This is an optimization exercise on Yosys and OpenROAD, whose aim is a short achievable clock period and few clock cycles, not a production implementation. Where RTL was checked, it was by simulation tests only, not by an equivalence proof against the original. Power is estimated from default activity; no workload was simulated.

==> 06-19: inputs <==
==> flow/design.v (excerpt) <==
module SingleCycle_MIPS(
    clk,
    rst_n,
    IR_addr,
    IR,
    ReadDataMem,
    CEN,
    WEN,
    A,
    ReadData2,
    OEN
);
export LEC_CHECK = 0
export ABC_AREA = 1
export CAP_MARGIN = 20
export CORE_MARGIN = 2
export CORE_UTILIZATION = 40
export SETUP_SLACK_MARGIN = 5.0
export SLEW_MARGIN = 20
create_clock -name core_clock -period 7.5 [get_ports {clk}]
standard.sh (not shown) runs the stock make flow with config.mk's settings and CLKGATE_MAP_FILE= SYNTH_SCRIPT=/design/flow/synth_recipe.tcl, a recipe that flattens the netlist after the stock synthesis.
==> flow/flow/run.sh <==
#!/bin/bash
# The standard layout (the standard.sh, ORFS from synthesis to the final layout), with
# two ORFS settings changed:
#  - MATCH_CELL_FOOTPRINT=0: timing repair may resize a cell to one of another width
#    (the platform sets 1, which keeps most weak gates at their first size);
#  - BUFFER_PORTS_ARGS: the port buffers are sky130_fd_sc_hd__buf_4, not the delay cell
#    that buffer_ports picks by default.
# Each ORFS step writes its own log under orfs/logs/; make's output goes to flow.log here.
set -euo pipefail
bash standard.sh MATCH_CELL_FOOTPRINT=0 "BUFFER_PORTS_ARGS=-buffer_cell sky130_fd_sc_hd__buf_4" finish > flow.log 2>&1
==> inputs of 06-10, as changes to 06-19 <==
--- a/flow/design.v
+++ b/flow/design.v
@@ -18,20 +18,15 @@
     output        WEN;
     output  [6:0] A;
     output [31:0] ReadData2;
     output        OEN;
     reg  [9:0]  pc_F;            
-    reg  [9:0]  pci_F;           
+    reg  [9:0]  pcn_F;           
     reg         v_D;
     reg  [31:0] ir_D;
     reg  [9:0]  pc_D;
     reg  [9:0]  bt_D;            
-    reg  [9:0]  pn_D;            
-    reg         pt_D;            
-    reg         pv_D;            
-    reg  [6:0]  pi_D;            
-    reg  [1:0]  pc2_D;
     reg  [31:0] rA, rB;          
     reg         hzA, hzB;        
     reg         we_E;            
     reg  [4:0]  rd_E;
     reg         eLW, eAND, eOR, eARI, eSLT;
@@ -54,18 +49,10 @@
     reg  [7:0]  fv;
     reg  [9:0]  fkey [0:7];
     reg  [9:0]  ftgt [0:7];
     reg  [2:0]  fnext;
     reg         fpend;           
-    reg  [1:0]  pht [0:127];
-    reg  [3:0]  ghist;
-    reg         bu_v, bu_t;
-    reg  [6:0]  bu_i;
-    reg  [1:0]  bu_c;
-    reg  [1:0]  pp_F;
-    reg  [9:0]  ppc_F;
-    reg  [6:0]  ppi_F;
     reg  [9:0]  fpkey, fptgt;
     assign IR_addr   = {20'd0, pc_F, 2'b00};
     assign CEN       = cen_E;
     assign WEN       = wen_E;
     assign A         = addr_E;
@@ -79,16 +66,15 @@
     wire [31:0] res_E = ({32{eLW}}  & ReadDataMem) |
                         ({32{eAND}} & (a_E & bb_E)) |
                         ({32{eOR}}  & (a_E | bb_E)) |
                         ({32{eARI}} & sum) |
                         {31'd0, eSLT & slt_E};
-    wire [9:0]  pc  = pci_F;
+    wire [9:0]  pc  = ~pcn_F;
     wire [15:0] imm = ir_D[15:0];
     reg  isR, isLW, isSW, isBEQ, isJAL, isJR, wr_D;
     reg  dADD, dSUB, dOR, dSLT, dAND;
     reg  [4:0] dst_D;
-    reg  stp_D;
     wire [31:0] vA = rA;
     wire [31:0] vB = rB;
     reg  [31:0] zA, zB;
     always @(*) begin
         zA[0] = z1_E[0];
@@ -105,24 +91,26 @@
     eq32 u_xB (.a(xl_E), .b(vA), .eq(xeqB));
     eq32 u_ab (.a(vA), .b(vB), .eq(eqAB));
     wire eqA = eARI ? zeqA : eSLT ? (~|vB[31:1] & (vB[0] == slt_E)) : xeqA;
     wire eqB = eARI ? zeqB : eSLT ? (~|vA[31:1] & (vA[0] == slt_E)) : xeqB;
     wire beq_eq = (hzA & hzB) | (hzA & ~hzB & eqA) | (~hzA & hzB & eqB) | (~hzA & ~hzB & eqAB);
-    wire stall = v_D & stp_D;
+    wire e_agu = eARI | eAND | eOR;
+    wire stall = v_D & ((hzA & isJR) |
+                        (hzA & ~eLW & isR) | (hzB & ~eLW & (isR | isSW)) |
+                        (hzA & ~e_agu & (isLW | isSW)) |
+                        ((hzA | hzB) & eLW & isBEQ));
     wire go_D  = v_D & ~stall;
     wire [8:0] base = ~hzA ? vA[8:0] : eARI ? lo_E : xl_E[8:0];
     wire [9:0] c_e;
     ks_carry #(9) u_ea (.g(base & imm[8:0]), .p(base ^ imm[8:0]), .cin(1'b0), .c(c_e));
     wire [8:0] ea = base ^ imm[8:0] ^ c_e[8:0];
     wire [10:0] link = {1'b0, pc_D} + 11'd1;
-    wire brV = v_D & isBEQ & ~stp_D;                       
-    wire brB = brV & (bt_D != pc);                         
-    wire brN = brV & pt_D;                                 
-    wire rdJ = v_D & isJR & ~hzA & (vA[11:2] != pc);
-    wire rdo = rdJ | stall;
-    wire [9:0] rdo_pc = stall ? pc_D : vA[11:2];
-    wire redir = beq_eq ? (brB | rdo) : (brN | rdo);
+    wire taken   = v_D & isBEQ & ~stall & beq_eq;
+    wire redir_B = taken & (bt_D != pc);
+    wire redir_J = v_D & isJR & ~hzA & (vA[11:2] != pc);
+    wire redir   = redir_B | redir_J | stall;
+    wire [9:0] redir_pc = stall ? pc_D : isJR ? vA[11:2] : bt_D;
     wire [31:0] sA  = hzA ? ReadDataMem : vA;
     wire [31:0] sB  = hzB ? ReadDataMem : vB;
     wire [31:0] fA  = isJAL ? {19'd0, link, 2'b00} : sA;
     wire [31:0] fB  = isJAL ? 32'd0 : sB;
     wire [31:0] fBB = dSUB ? ~fB : fB;
@@ -130,18 +118,15 @@
                         sA[23:16] < sB[23:16], sA[15:8] < sB[15:8], sA[7:0] < sB[7:0]};
     wire [3:1] eqc_D = {sA[31:24] == sB[31:24], sA[23:16] == sB[23:16], sA[15:8] == sB[15:8]};
     wire [31:0] fp = fA ^ fBB;
     wire [31:0] fg = fA & fBB;
     wire [9:0]  c_o;
-    wire [8:0]  sBB = dSUB ? ~sB[8:0] : sB[8:0];
-    ks_carry #(9) u_lo (.g(sA[8:0] & sBB), .p(sA[8:0] ^ sBB), .cin(dSUB), .c(c_o));
+    ks_carry #(9) u_lo (.g(fg[8:0]), .p(fp[8:0]), .cin(dSUB), .c(c_o));
     wire f_j  = (IR[31:27] == 5'b00001);      
     wire f_jj = (IR[31:26] == 6'h02);         
     wire f_jr = (IR[31:26] == 6'h00) & (IR[5:0] == 6'h08);
-    wire [10:0] c_sq;
-    ks_carry #(10) u_sq (.g(10'd0), .p(pc), .cin(1'b1), .c(c_sq));
-    wire [9:0] pc_seq = pc ^ c_sq[9:0];
+    wire [9:0] pc_seq = pc + 10'd1;
     wire [9:0] ras_top = (v_D & isJAL) ? link[9:0] : (v_D & isJR) ? ras[1] : ras[0];
     reg        fhit, fdup;
     reg  [9:0] fpred;
     always @(*) begin
         fhit = 1'b0; fdup = 1'b0; fpred = 10'd0;
@@ -163,41 +148,22 @@
     wire byB = we_E & (IR[20:16] == rd_E);
     wire bmA = we_M & (IR[25:21] == rd_M);
     wire bmB = we_M & (IR[20:16] == rd_M);
     wire [31:0] nA = byA ? res_E : bmA ? res_M : rf_A;
     wire [31:0] nB = byB ? res_E : bmB ? res_M : rf_B;
-    wire       pv_F = (pc == ppc_F);                       
-    wire       pt_F = f_BEQ & pv_F & pp_F[1];
-    wire [10:0] c_bt;
-    ks_carry #(10) u_bt (.g(pc & IR[9:0]), .p(pc ^ IR[9:0]), .cin(1'b1), .c(c_bt));
-    wire [9:0] bt_F = pc ^ IR[9:0] ^ c_bt[9:0];
-    wire [9:0] pc_pred = f_j ? IR[9:0] : f_jr ? ras_top : pt_F ? bt_F : fhit ? fpred : pc_seq;
-    wire [9:0] nxb = rdo ? rdo_pc : pc_pred;
-    wire [9:0] nx0 = brN ? pn_D : nxb;                     
-    wire [9:0] nx1 = brB ? bt_D : nxb;                     
-    wire [9:0] pc_nx = beq_eq ? nx1 : nx0;
-    wire [6:0] pre_i = pc_seq[6:0] ^ {ghist, 3'b000};
+    wire [9:0] pc_pred = f_j ? IR[9:0] : f_jr ? ras_top : fhit ? fpred : pc_seq;
+    wire [9:0] pc_nx = redir ? redir_pc : pc_pred;
     wire uA = ~f_j;                           
-    wire hzA_n = uA & v_D & wr_D & (IR[25:21] == dst_D);
-    wire hzB_n = uA & v_D & wr_D & (IR[20:16] == dst_D);
     always @(posedge clk or negedge rst_n) begin
         if (~rst_n) begin
-            pci_F <= 10'd0;
+            pcn_F <= 10'h3ff;
             v_D <= 1'b0; we_E <= 1'b0; we_M <= 1'b0;
             for (i = 0; i < 32; i = i + 1) rf[i] <= 32'd0;
             fv <= 8'd0; fnext <= 3'd0; fpend <= 1'b0;
-            for (i = 0; i < 128; i = i + 1) pht[i] <= 2'b01;
-            ghist <= 4'd0; bu_v <= 1'b0;
         end else begin
-            pci_F <= pc_nx;
+            pcn_F <= ~pc_nx;
             v_D <= ~redir;
-            bu_v <= brV & pv_D;
-            if (bu_v) begin
-                ghist <= {ghist[2:0], bu_t};
-                pht[bu_i] <= bu_t ? (bu_c == 2'b11 ? 2'b11 : bu_c + 2'b01)
-                                  : (bu_c == 2'b00 ? 2'b00 : bu_c - 2'b01);
-            end
             fpend <= f_jj;
             if (fpend && !fdup) begin
                 fv[fnext] <= 1'b1;
                 fnext     <= fnext + 3'd1;
             end
@@ -210,51 +176,33 @@
     end
     wire [5:0] f_op = IR[31:26];
     wire [5:0] f_fn = IR[5:0];
     wire f_R   = (f_op == 6'h00);
     wire f_LW  = (f_op == 6'h23);
-    wire f_SW  = (f_op == 6'h2b);
-    wire f_BEQ = (f_op == 6'h04);
     wire f_JAL = (f_op == 6'h03);
-    wire f_JR  = f_R & (f_fn == 6'h08);
     wire f_ADD = f_R & (f_fn[3:0] == 4'b0000);
     wire f_SUB = f_R & (f_fn[3:0] == 4'b0010);
     wire f_OR  = f_R & (f_fn[3:0] == 4'b0101);
     wire f_SLT = f_R & (f_fn[3:0] == 4'b1010);
     always @(posedge clk) begin
         pc_F  <= rst_n ? pc_nx : 10'd0;
-        bt_D  <= bt_F;
-        pn_D  <= pc_seq;
-        pt_D  <= pt_F;
-        pv_D  <= pv_F;
-        pi_D  <= ppi_F;
-        pc2_D <= pp_F;
-        bu_t  <= beq_eq;
-        bu_i  <= pi_D;
-        bu_c  <= pc2_D;
-        pp_F  <= pht[pre_i];
-        ppc_F <= pc_seq;
-        ppi_F <= pre_i;
+        bt_D  <= pc + 10'd1 + IR[9:0];
         isR   <= f_R;
         isLW  <= f_LW;
-        isSW  <= f_SW;
-        isBEQ <= f_BEQ;
+        isSW  <= (f_op == 6'h2b);
+        isBEQ <= (f_op == 6'h04);
         isJAL <= f_JAL;
-        isJR  <= f_JR;
-        stp_D <= (hzA_n & f_JR) |
-                 (hzA_n & ~isLW & f_R) | (hzB_n & ~isLW & (f_R | f_SW)) |
-                 (hzA_n & ~(dADD | dSUB | dAND | dOR) & (f_LW | f_SW)) |
-                 ((hzA_n | hzB_n) & isLW & f_BEQ);
+        isJR  <= f_R & (f_fn == 6'h08);
         wr_D  <= f_R | f_LW | f_JAL;
         dst_D <= f_JAL ? 5'd31 : f_R ? IR[15:11] : IR[20:16];
         dADD  <= f_ADD;
         dSUB  <= f_SUB;
         dOR   <= f_OR;
         dSLT  <= f_SLT;
         dAND  <= f_R & ~f_ADD & ~f_SUB & ~f_OR & ~f_SLT;
-        hzA  <= hzA_n;
-        hzB  <= hzB_n;
+        hzA  <= uA & v_D & wr_D & (IR[25:21] == dst_D);
+        hzB  <= uA & v_D & wr_D & (IR[20:16] == dst_D);
         rA   <= nA;
         rB   <= nB;
         ir_D <= IR;
         pc_D <= pc;
         fpkey <= pc - 10'd1;
@@ -281,11 +229,11 @@
         a_E   <= fA;
         bb_E  <= fBB;
         z1_E  <= fp ^ {fg[30:0], dSUB};
         z0_E  <= fp ^ {fg[30:0] | fp[30:0], dSUB};
         xl_E  <= dAND ? fg : (fA | fBB);
-        lo_E  <= sA[8:0] ^ sBB ^ c_o[8:0];
+        lo_E  <= fp[8:0] ^ c_o[8:0];
         addr_E <= ea[8:2];
         cen_E <= ~(go_D & (isLW | isSW));
         wen_E <= ~(go_D & isSW);
         sd_E  <= sB;
         rd_M  <= rd_E;
==> flow/run.sh (new file) <==
#!/bin/bash
# synth_recipe.tcl (not shown) runs the flow's synth.tcl, then flattens the netlist and writes it again
# the make line also repeats each setting of config.mk as NAME=value (left out here)
make -C /OpenROAD-flow-scripts/flow DESIGN_CONFIG=/design/flow/config.mk WORK_HOME=/design/flow/orfs CLKGATE_MAP_FILE= SYNTH_SCRIPT=/design/flow/synth_recipe.tcl finish
removed: flow/flow/run.sh
removed: flow/standard.sh
==> run notes <==
Crit path top cell by count buf_4; row count 184; status no timing/DRC/antenna violations; met2 Use GR 51.7%; die area 256000 um2; Hold WS 0.288 ns; Fill cells 22800; Tap Count 3348; adder-cell share of the synthesized area 2.83%; via/cell ratio 6.12; clk pwr 11.5 mW; clock latency on the worst-skew pair 0.93 ns; worst setup path end rA[0]; CTS Sinks 1983
Source of the figures above: 06-19

==> run notes <==
status no timing/DRC/antenna violations; die area 219000 um2; adder-cell share of the synthesized area 3.31%; DP Wirelength 270000 um; Tap Count 2838; met2 Use GR 54.6%; Hold WS 0.352 ns; CTS Sinks 1685; gr usage total 38.8%; RSZ-0062 raised after global routing true; post-layout minimum cycle time 3.39 ns; row count 170; clock latency on the worst-skew pair 0.90 ns; clk pwr 9.61 mW
Source of the figures above: 06-10

Testbench counts of 06-10, summed over its fixed seeds: cycles 80,066.
The RTL of 06-19 was laid out without a check of its function.


==> run M: inputs <==
Another version of the RTL of SingleCycle_MIPS (not shown whole).
Settings: LEC_CHECK=0, ABC_AREA=1, CAP_MARGIN=20, CORE_MARGIN=2, CORE_UTILIZATION=40, CTS_CLUSTER_DIAMETER=140, CTS_CLUSTER_SIZE=22, SETUP_SLACK_MARGIN=5.0, SLEW_MARGIN=20; clock period 7.5 ns.
==> flow/flow/run.sh <==
#!/bin/bash
set -euo pipefail
here=$(pwd)
bash standard.sh "POST_GLOBAL_PLACE_TCL=$here/flow/move_oflops.tcl" finish > "$here/flow.log" 2>&1
==> flow/flow/move_oflops.tcl <==
# Move each output port's buffer, and the flip-flop that drives only that buffer, to the
# point of the core nearest the port's pin; detailed placement then legalizes them there.
set block [ord::get_db_block]
set core [$block getCoreArea]
set cx0 [$core xMin]; set cy0 [$core yMin]; set cx1 [$core xMax]; set cy1 [$core yMax]
set moved 0
foreach bterm [$block getBTerms] {
  if {[$bterm getIoType] != "OUTPUT"} { continue }
  set net [$bterm getNet]
  if {$net == "NULL"} { continue }
  set buf ""
  foreach it [$net getITerms] { if {[$it isOutputSignal]} { set buf [$it getInst] } }
  if {$buf == ""} { continue }
  set innet ""
  foreach it [$buf getITerms] { if {[$it isInputSignal] && [$it getNet] != "NULL"} { set innet [$it getNet] } }
  if {$innet == ""} { continue }
  set ff ""
  foreach it [$innet getITerms] { if {[$it isOutputSignal]} { set ff [$it getInst] } }
  if {$ff == ""} { continue }
  if {![string match "*df*" [[$ff getMaster] getName]]} { continue }
  if {[llength [$innet getITerms]] != 2} { continue }
  set bb [$bterm getBBox]
  set px [expr {([$bb xMin] + [$bb xMax]) / 2}]
  set py [expr {([$bb yMin] + [$bb yMax]) / 2}]
  set w [[$ff getMaster] getWidth]
  set h [[$ff getMaster] getHeight]
  set x [expr {min(max($px, $cx0), $cx1 - 2 * $w)}]
  set y [expr {min(max($py, $cy0), $cy1 - 2 * $h)}]
  $buf setLocation $x $y
  $ff setLocation $x $y
  incr moved
}
puts "move_oflops: moved $moved output buffers and flip-flops next to their pins"
==> run D: changes against run M <==
--- a/flow/design.v
+++ b/flow/design.v
@@ -54,32 +54,31 @@
     reg  [31:0] bb_E;            
     reg  [31:0] z1_E, z0_E;      
     reg  [31:0] xl_E;            
     reg  [8:0]  lo_E;            
     reg         cen_E, wen_E;
     reg  [6:0]  addr_E;
     reg  [31:0] sd_E;
-    reg  [31:0] ws_M;            
+    reg         we_M;
+    reg  [4:0]  rd_M;
     reg  [31:0] res_M;
     reg  [31:0] rf [0:31];
     reg  [9:0]  ras [0:7];
     reg  [7:0]  fv;
     reg  [9:0]  fkey [0:7];
     reg  [9:0]  ftgt [0:7];
     reg  [2:0]  fnext;
     reg         fpend;           
     reg  [1:0]  pht [0:63];
     reg  [3:0]  ghist;
     reg         bu_v, bu_t;
     reg  [5:0]  bu_i;
     reg  [1:0]  bu_c;
     reg  [1:0]  pp_F;
-    reg  [9:0]  ppc_F;           
-    reg         ffh_F;           
-    reg  [9:0]  fft_F;           
+    reg  [9:0]  ppc_F;
     reg  [5:0]  ppi_F;
     reg  [9:0]  fpkey, fptgt;
     assign IR_addr   = {20'd0, pc_F, 2'b00};
     assign CEN       = cen_E;
     assign WEN       = wen_E;
     assign A         = addr_E;
     assign ReadData2 = sd_E;
@@ -156,20 +155,20 @@
     wire [10:0] c_sq;
     ks_carry #(10) u_sq (.g(10'd0), .p(pc), .cin(1'b1), .c(c_sq));
     wire [9:0] pc_seq = pc ^ c_sq[9:0];
     wire [9:0] link_R = pc_R + 10'd1;
     wire [9:0] ras_top = (v_R & r_JAL) ? link_R :
                          (v_R & r_JR)  ? ((v_D & isJAL) ? ras[0] : (v_D & isJR) ? ras[2] : ras[1]) :
                          (v_D & isJAL) ? link[9:0] : (v_D & isJR) ? ras[1] : ras[0];
-    reg        fhit_n, fdup;
-    reg  [9:0] fpred_n;
+    reg        fhit, fdup;
+    reg  [9:0] fpred;
     always @(*) begin
-        fhit_n = 1'b0; fdup = 1'b0; fpred_n = 10'd0;
+        fhit = 1'b0; fdup = 1'b0; fpred = 10'd0;
         for (k = 0; k < 8; k = k + 1) begin
-            if (fv[k] && fkey[k] == pc) begin fhit_n = 1'b1; fpred_n = fpred_n | ftgt[k]; end
+            if (fv[k] && fkey[k] == pc) begin fhit = 1'b1; fpred = fpred | ftgt[k]; end
             if (fv[k] && fkey[k] == fpkey) fdup = 1'b1;
         end
     end
     reg  [31:0] rf_A, rf_B;
     always @(*) begin
         rf_A = 32'd0;
         rf_B = 32'd0;
@@ -177,33 +176,32 @@
             rf_A = rf_A | ({32{s1_R[k]}} & rf[k]);
             rf_B = rf_B | ({32{s2_R[k]}} & rf[k]);
         end
     end
     wire [31:0] nA = byA ? res_E : bmA ? res_M : rf_A;
     wire [31:0] nB = byB ? res_E : bmB ? res_M : rf_B;
     wire       pv_F = (pc == ppc_F);                       
-    wire       fhit = pv_F & ffh_F;
-    wire [9:0] fpred = fft_F;
     wire       pt_F = (IR[31:26] == 6'h04) & pv_F & pp_F[1] & (IR[15:0] != 16'd1);
     wire [10:0] c_bt;
     ks_carry #(10) u_bt (.g(pc & IR[9:0]), .p(pc ^ IR[9:0]), .cin(1'b1), .c(c_bt));
     wire [9:0] bt_F = pc ^ IR[9:0] ^ c_bt[9:0];
     wire [9:0] pc_pred = f_j ? IR[9:0] : f_jr ? ras_top : pt_F ? bt_F : fhit ? fpred : pc_seq;
     wire [9:0] nxb = rdo ? rdo_pc : pc_pred;
     wire [9:0] nx0 = brN ? pn_D : nxb;                     
     wire [9:0] nx1 = brB ? bt_D : nxb;                     
     wire [9:0] pc_nx = beq_eq ? nx1 : nx0;
-    wire [5:0] pre_i = pc[5:0] ^ {ghist, 2'b00};
+    wire [5:0] pre_i = pc_seq[5:0] ^ {ghist, 2'b00};
     wire uA = ~(ir_R[31:27] == 5'b00001);    
     wire hzA_n = uA & v_D & wr_D & (ir_R[25:21] == dst_D);
     wire hzB_n = uA & v_D & wr_D & (ir_R[20:16] == dst_D);
     always @(posedge clk or negedge rst_n) begin
         if (~rst_n) begin
             pci_F <= 10'd0;
-            v_R <= 1'b0; v_D <= 1'b0; we_E <= 1'b0; ws_M <= 32'd0;
+            v_R <= 1'b0; v_D <= 1'b0; we_E <= 1'b0; we_M <= 1'b0;
+            for (i = 0; i < 32; i = i + 1) rf[i] <= 32'd0;
             fv <= 8'd0; fnext <= 3'd0; fpend <= 1'b0;
             for (i = 0; i < 64; i = i + 1) pht[i] <= 2'b01;
             ghist <= 4'd0; bu_v <= 1'b0;
         end else begin
             pci_F <= pc_nx;
             v_R <= ~redir;
             v_D <= v_R & ~redir & ~(beq_eq & brK);
@@ -215,15 +213,18 @@
             end
             fpend <= f_jj;
             if (fpend && !fdup) begin
                 fv[fnext] <= 1'b1;
                 fnext     <= fnext + 3'd1;
             end
             we_E  <= go_D & wr_D;
-            for (i = 0; i < 32; i = i + 1) ws_M[i] <= we_E & (rd_E == i);
+            we_M  <= we_E;
+            if (we_M)
+                for (i = 0; i < 32; i = i + 1)
+                    if (i == rd_M) rf[i] <= res_M;
         end
     end
     wire [5:0] r_op = ir_R[31:26];
     wire [5:0] r_fn = ir_R[5:0];
     wire r_R   = (r_op == 6'h00);
     wire r_LW  = (r_op == 6'h23);
     wire r_SW  = (r_op == 6'h2b);
@@ -259,16 +260,14 @@
         pi_D  <= pi_R;
         pc2_D <= pc2_R;
         bu_t  <= beq_eq;
         bu_i  <= pi_D;
         bu_c  <= pc2_D;
         pp_F  <= pht[pre_i];
         ppc_F <= pc_seq;
-        ffh_F <= fhit_n;
-        fft_F <= fpred_n;
         ppi_F <= pre_i;
         isR   <= r_R;
         isLW  <= r_LW;
         isSW  <= r_SW;
         isBEQ <= r_BEQ;
         isJAL <= r_JAL;
         isJR  <= r_JR;
@@ -291,15 +290,15 @@
         mBl  <= hzB_n & isLW;
         mAe  <= hzA_n & ~isLW;
         mBe  <= hzB_n & ~isLW;
         rA   <= nA;
         rB   <= nB;
         ir_D <= ir_R;
         pc_D <= pc_R;
-        fpkey <= pc - 10'd2;
+        fpkey <= pc - 10'd1;
         fptgt <= IR[9:0];
         if (fpend && !fdup) begin
             fkey[fnext] <= fpkey;
             ftgt[fnext] <= fptgt;
         end
         if (go_D & isJAL) begin
             for (i = 7; i > 0; i = i - 1) ras[i] <= ras[i-1];
@@ -322,17 +321,16 @@
         z0_E  <= fp ^ {fg[30:0] | fp[30:0], dSUB};
         xl_E  <= dAND ? fg : (fA | fBB);
         lo_E  <= vA[8:0] ^ vBB ^ c_o[8:0];
         addr_E <= ea[8:2];
         cen_E <= ~(go_D & (isLW | isSW));
         wen_E <= ~(go_D & isSW);
         sd_E  <= sB;
+        rd_M  <= rd_E;
         res_M <= res_E;
-        for (i = 0; i < 32; i = i + 1)
-            if (ws_M[i] | ~rst_n) rf[i] <= res_M & {32{rst_n}};
     end
 endmodule
 module ks_carry #(parameter W = 32) (
     input  [W-1:0] g,
     input  [W-1:0] p,
     input          cin,
     output [W:0]   c
==> flow/run.sh (new file) <==
#!/bin/bash
# synth_recipe.tcl (not shown) runs the flow's synth.tcl, then flattens the netlist and writes it again
# the make line also repeats each setting of config.mk as NAME=value (left out here)
make -C /OpenROAD-flow-scripts/flow DESIGN_CONFIG=/design/flow/config.mk WORK_HOME=/design/flow/orfs CLKGATE_MAP_FILE= SYNTH_SCRIPT=/design/flow/synth_recipe.tcl finish
- CTS_CLUSTER_DIAMETER: 140 -> 150
- CTS_CLUSTER_SIZE: 22 -> 25
removed: flow/flow/run.sh
removed: flow/flow/move_oflops.tcl
removed: flow/standard.sh
==> notes <==
- Of run D and run M, run M has the higher clock power (gap about 6%, measured against run M).
- Of run D and run M, run D has the higher via count (gap about 10%, measured against run M).
- Against run D, the combinational power of run M is higher by 68%.
- Setup slack: run D is worse than run M (65 ps).
- In run D the global-route usage is higher than in run M, by 0.28 points.
==> figures <==
|  | run D | run M |
|---|---|---|
| Count of placed standard cells including taps | 15,200 | 13,100 |
| Clock network contribution to total cell area | 2.26% | 2.67% |
| Post-Place Setup Slack | 3370 ps | 2690 ps |
| Slowest Stage Delay on Critical Path | 540 ps | 320 ps |
| Status | no timing/DRC/antenna violations | no timing/DRC/antenna violations |
| First-pass GRT wire length | 636 mm | 587 mm |
| Dpl cell area | 0.103 sq mm | 0.0997 sq mm |
| Number of instances resized during post-cts repair | 1,259 | 900 |
| Worst hold path endpoint | pi_R[3] | bu_i[5] |
| Post-synthesis cell type with the largest combined area | sky130_fd_sc_hd__dfrtp_1 | sky130_fd_sc_hd__edfxtp_1 |
| Min cycle time layout | 2890 ps | 2820 ps |
Testbench counts of run M, summed over its fixed seeds: cycles 80,589.
Testbench counts of run D, summed over its fixed seeds: cycles 80,631.

port drivers added, routing unchanged:
In the flow no input, the clock included, has a driving cell. The finished layouts below were timed again as built, in two steps.
Step 1 (the two cells are an assumption about what drives the block):
set clk [get_ports {clk}]
set_driving_cell -lib_cell sky130_fd_sc_hd__clkbuf_16 $clk
set_driving_cell -lib_cell sky130_fd_sc_hd__buf_2 [delete_from_list [all_inputs] $clk]
Step 2 also shifts input and output timing later by t, the mid clock arrival at the registers, as if the neighbouring blocks saw the same clock.
Three values: ideal ports, drivers, drivers and shift; two values: the first two.
| run | shift t [ns] | setup WS [ns] | hold slack, ns |
|---|---|---|---|
| 06-19 | 0.990 | 3.978 / 4.029 / 3.038 | 0.288 / 0.288 / 0.288 |
| 06-10 | 0.964 | 4.107 / 4.059 / 3.096 | 0.352 / 0.352 / 0.352 |
| run M | 0.929 | 4.678 / 4.580 / 3.998 | 0.325 / 0.325 / 0.325 |
| run D | 0.925 | 4.613 / 4.568 / 3.997 | 0.336 / 0.336 / 0.336 |
After both steps setup and hold are still met in every run listed. The setup slack of 06-10, which loses most, moves by -0.048 ns with the drivers and by -1.011 ns with both steps.
